What follows belongs to an exercise in optimizing a design on an open flow for small area, a short achievable clock period and few clock cycles; a production flow would make more cautious choices. Where RTL was checked, it was by simulation tests only, not by an equivalence proof against the original. No activity file was given, so power comes from the tool's default toggle rates.

==> inputs of trial 57 <==
// seq_mult
module seq_mult #(parameter n = 32)
				(input start, rst, clk,
				input [n-1:0] a, b,
				output valid,
				output [2*n-1:0] result);
	reg [31:0] breg;
	reg [32:0] hs, hc;
	reg [7:0] sl, cl;
	reg [23:0] l;
	reg        lb, ngd;
	reg [1:0]  p01;
	reg [1:0]  cnt;
	reg        run, pend, vld;
	function [15:0] sel;
		input [7:0] x;
		input y;
		integer k;
		reg [8:0] xy;
		reg x1, x0, p;
		begin
			xy = {x, y};
			for (k = 0; k < 4; k = k + 1) begin
				x1 = xy[2*k+2];
				x0 = xy[2*k+1];
				p  = xy[2*k];
				sel[k]       = ~x1 & (x0 ^ p);
				sel[4+k]   = ~x1 & x0 & p;
				sel[8+k] = x1 & (x0 ^ p);
				sel[12+k] = x1 & ~x0 & ~p;
			end
		end
	endfunction
	wire       ld = ~run;
	wire [31:0] bm = ld ? b : breg;
	wire [15:0] seli = ld ? sel(a[9:2], 1'b0) : sel(l[7:0], lb);
	wire [32:0] hsi = ld ? {1'b1, 2'b00, b[31:2] & {30{a[0]}}} : hs;
	wire [32:0] hci = ld ? {2'b00, b[31:1] & {31{a[1]}}} : hc;
	wire       c2i = ld & a[0] & a[1] & b[0] & b[1];
	wire [7:0] sli = sl & {8{run}};
	wire [7:0] cli = cl & {8{run}};
	wire       ngdi = ngd & run;
	wire [3:0] p1 = seli[3:0];
	wire [3:0] p2 = seli[7:4];
	wire [3:0] n1 = seli[11:8];
	wire [3:0] n2 = seli[15:12];
	wire [3:0] ng = n1 | n2;
	wire [33:0] pp0 = {~ng[0], ({33{p1[0]}} & {1'b0, bm}) | ({33{p2[0]}} & {bm, 1'b0}) | ({33{n1[0]}} & ~{1'b0, bm}) | ({33{n2[0]}} & ~{bm, 1'b0})};
  ...
Settings: LEC_CHECK=0, ABC_AREA=1, CAP_MARGIN=20, CORE_MARGIN=2, CORE_UTILIZATION=40, SETUP_SLACK_MARGIN=1.6, SLEW_MARGIN=20, SYNTH_HIERARCHICAL=1; clock period 5.0 ns.
standard.sh (not shown) runs the stock make flow with config.mk's settings and CLKGATE_MAP_FILE= SYNTH_SCRIPT=/design/flow/synth_recipe.tcl, a recipe that flattens the netlist after the stock synthesis.
==> flow/flow/run.sh <==
#!/bin/bash
# The standard layout, with the port buffers made of buf_1 cells
# instead of the default clkdlybuf4s50_1. The make output goes to make.log.
set -euo pipefail
bash standard.sh "BUFFER_PORTS_ARGS=-buffer_cell sky130_fd_sc_hd__buf_1" finish > make.log 2>&1
==> build 17 (differences from trial 57) <==
--- a/flow/config.mk
+++ b/flow/config.mk
@@ -11,3 +11,3 @@
 export CORE_UTILIZATION = 40
-export SETUP_SLACK_MARGIN = 1.6
+export SETUP_SLACK_MARGIN = 1.3
 export SLEW_MARGIN = 20
==> comparison table <==
item	trial 57	build 17
First-pass GRT wire length	73.08 mm	71.93 mm
Worst-margin pin slew	0.6788 ns	0.7907 ns
Signal buffers share of area	5.892%	4.079%
Layout Cells excl Fill	2,499	2,473
Fraction of area in registers	18.39%	19.35%
Count of filler cells inserted in the layout	3,569	3,647
Global-route usage over all layers	25.82%	25.38%
Sum of internal, switching and leakage power	10.56 mW	9.849 mW
Core occupancy in the finished layout	46.60%	44.13%
Achievable Freq	297.3 MHz	282.5 MHz
Gate power share	68.2%	66.7%
Required arrival time at the worst endpoint	5.31 ns	5.33 ns
Post-cts repair resize count	57	7
Status	no timing/DRC/antenna violations	no timing/DRC/antenna violations
Met2 track utilization from global routing	39.91%	39.28%
Ratio of total power to cell area	656.1 mW/mm^2	646.1 mW/mm^2
Count of plain and timing-repair buffers in the layout	170	145
No run of this note included a check of the RTL's function; only the layout flow was run.

========
==> 08-14: inputs <==
seq_mult, a different RTL version from the one above (not shown whole).
export LEC_CHECK = 0
export CAP_MARGIN = 20
export CORE_MARGIN = 2
export CORE_UTILIZATION = 65
export SLEW_MARGIN = 20
create_clock -name core_clock -period 5.0 [get_ports {clk}]
Scripts as last shown in full above: flow/flow/run.sh
==> 09-16: changes against 08-14 <==
Settings changed: CORE_UTILIZATION 65 to 40, SETUP_SLACK_MARGIN set to 1.0.
==> 10-03: changes against 08-14 <==
Settings changed: CORE_UTILIZATION 65 to 40, SETUP_SLACK_MARGIN set to 1.5.
==> key figures <==
Worst setup path
  • Worst setup path start: sl[0]
  • RR Endpoint: hc[8]
  • Worst Setup EP: result[62]

STA
  • Max frequency: 240 MHz
  • Final period util: 83.4%

Pwr
  • Seq. pwr: 2.14 mW
  • Switch share: 49.4%
  • Design Power: 12.3 mW

Global routing
  • Global-route wire length before repair: 67.0 mm
  • GRT Util Overall: 24.0%
  • Largest net degree at the start of global routing: 125

Placed design
  • Hpwl dp: 30.9 mm

Run status
  • Status: no timing/DRC/antenna violations
-- figures above: 10-03

==> key figures <==
Run status
  • Status: no timing/DRC/antenna violations

STA
  • Final period util: 80.8%
  • Max frequency: 248 MHz

Drt
  • Top sig layer: met4

Global routing
  • GRT Util Overall: 23.7%
  • Global-route wire length before repair: 66.0 mm
  • Largest net degree at the start of global routing: 125

Pwr
  • Design Power: 11.5 mW
  • Seq. pwr: 2.13 mW
  • Switch share: 50.2%

Worst setup path
  • CP max-delay cell: a2111o_1
  • Worst setup path start: hs[2]

Layout
  • Seq cells: 162
  • Clock-cell share: 3.74%
-- figures above: 09-16

==> key figures <==
Synth
  • Synth Area in Adders: 22.9%
  • Post-synthesis mux area share: 15.8%
  • Mapped Cells: 1545

Run status
  • Status: no timing/DRC/antenna violations

Global routing
  • Largest net degree at the start of global routing: 81

Pwr
  • Switch share: 51.0%
  • Seq. pwr: 2.09 mW
  • Design Power: 10.9 mW

Worst setup path
  • RR Endpoint: hc[6]
  • WP buf/inv: 2
  • Worst Setup EP: result[61]
  • CP max-delay cell: o31ai_1

Placed design
  • Hpwl dp: 28.5 mm

STA
  • Max frequency: 219 MHz
  • Final period util: 91.2%
  • Fin. Hold Viols: 0
  • Clock skew: 18.8 ps

Layout
  • Final core utilization: 72.4%

Clocking
  • Clock transition at the registers of the reported paths: 90 ps
-- figures above: 08-14

Testbench counts of 08-14, summed over its fixed seeds: cycles 9,600.
Testbench counts of 09-16, summed over its fixed seeds: cycles 9,600.
Testbench counts of 10-03, summed over its fixed seeds: cycles 9,600.

-- static timing again, ports no longer ideal --
How much do the figures lean on ideal ports? The routed layouts below were timed once more, with nothing changed but the port constraints. Step 1 sets driving cells, clkbuf_16 on the clock port and buf_2 on the other inputs (assumed; they add their load-dependent delay and slew). Step 2 times the ports against the registers' clock, not the clock port: input delays grow and output delays shrink by t, the midpoint of the rising clock arrivals with the driver on. Three values: no drivers, after step 1, after step 2; two values: the first two.
| run | t (ns) | setup WS [ns] | worst setup path after step 2 | pins driven straight from the clock port |
|---|---|---|---|---|
| trial 57 | 0.484 | 1.636 / 1.633 / 1.173 | input to register | 1 |
| build 17 | 0.488 | 1.460 / 1.425 / 1.027 | input to register | 1 |
| 08-14 | 0.500 | 0.440 / 0.389 / 0.889 | register to output | 1 |
| 09-16 | 0.511 | 0.962 / 0.910 / 1.421 | register to output | 1 |
| 10-03 | 0.508 | 0.830 / 0.780 / 1.288 | register to output | 1 |
After both steps setup and hold are still met in every run listed. The setup slack of trial 57, which loses most, moves by -0.003 ns with the drivers and by -0.463 ns with both steps.
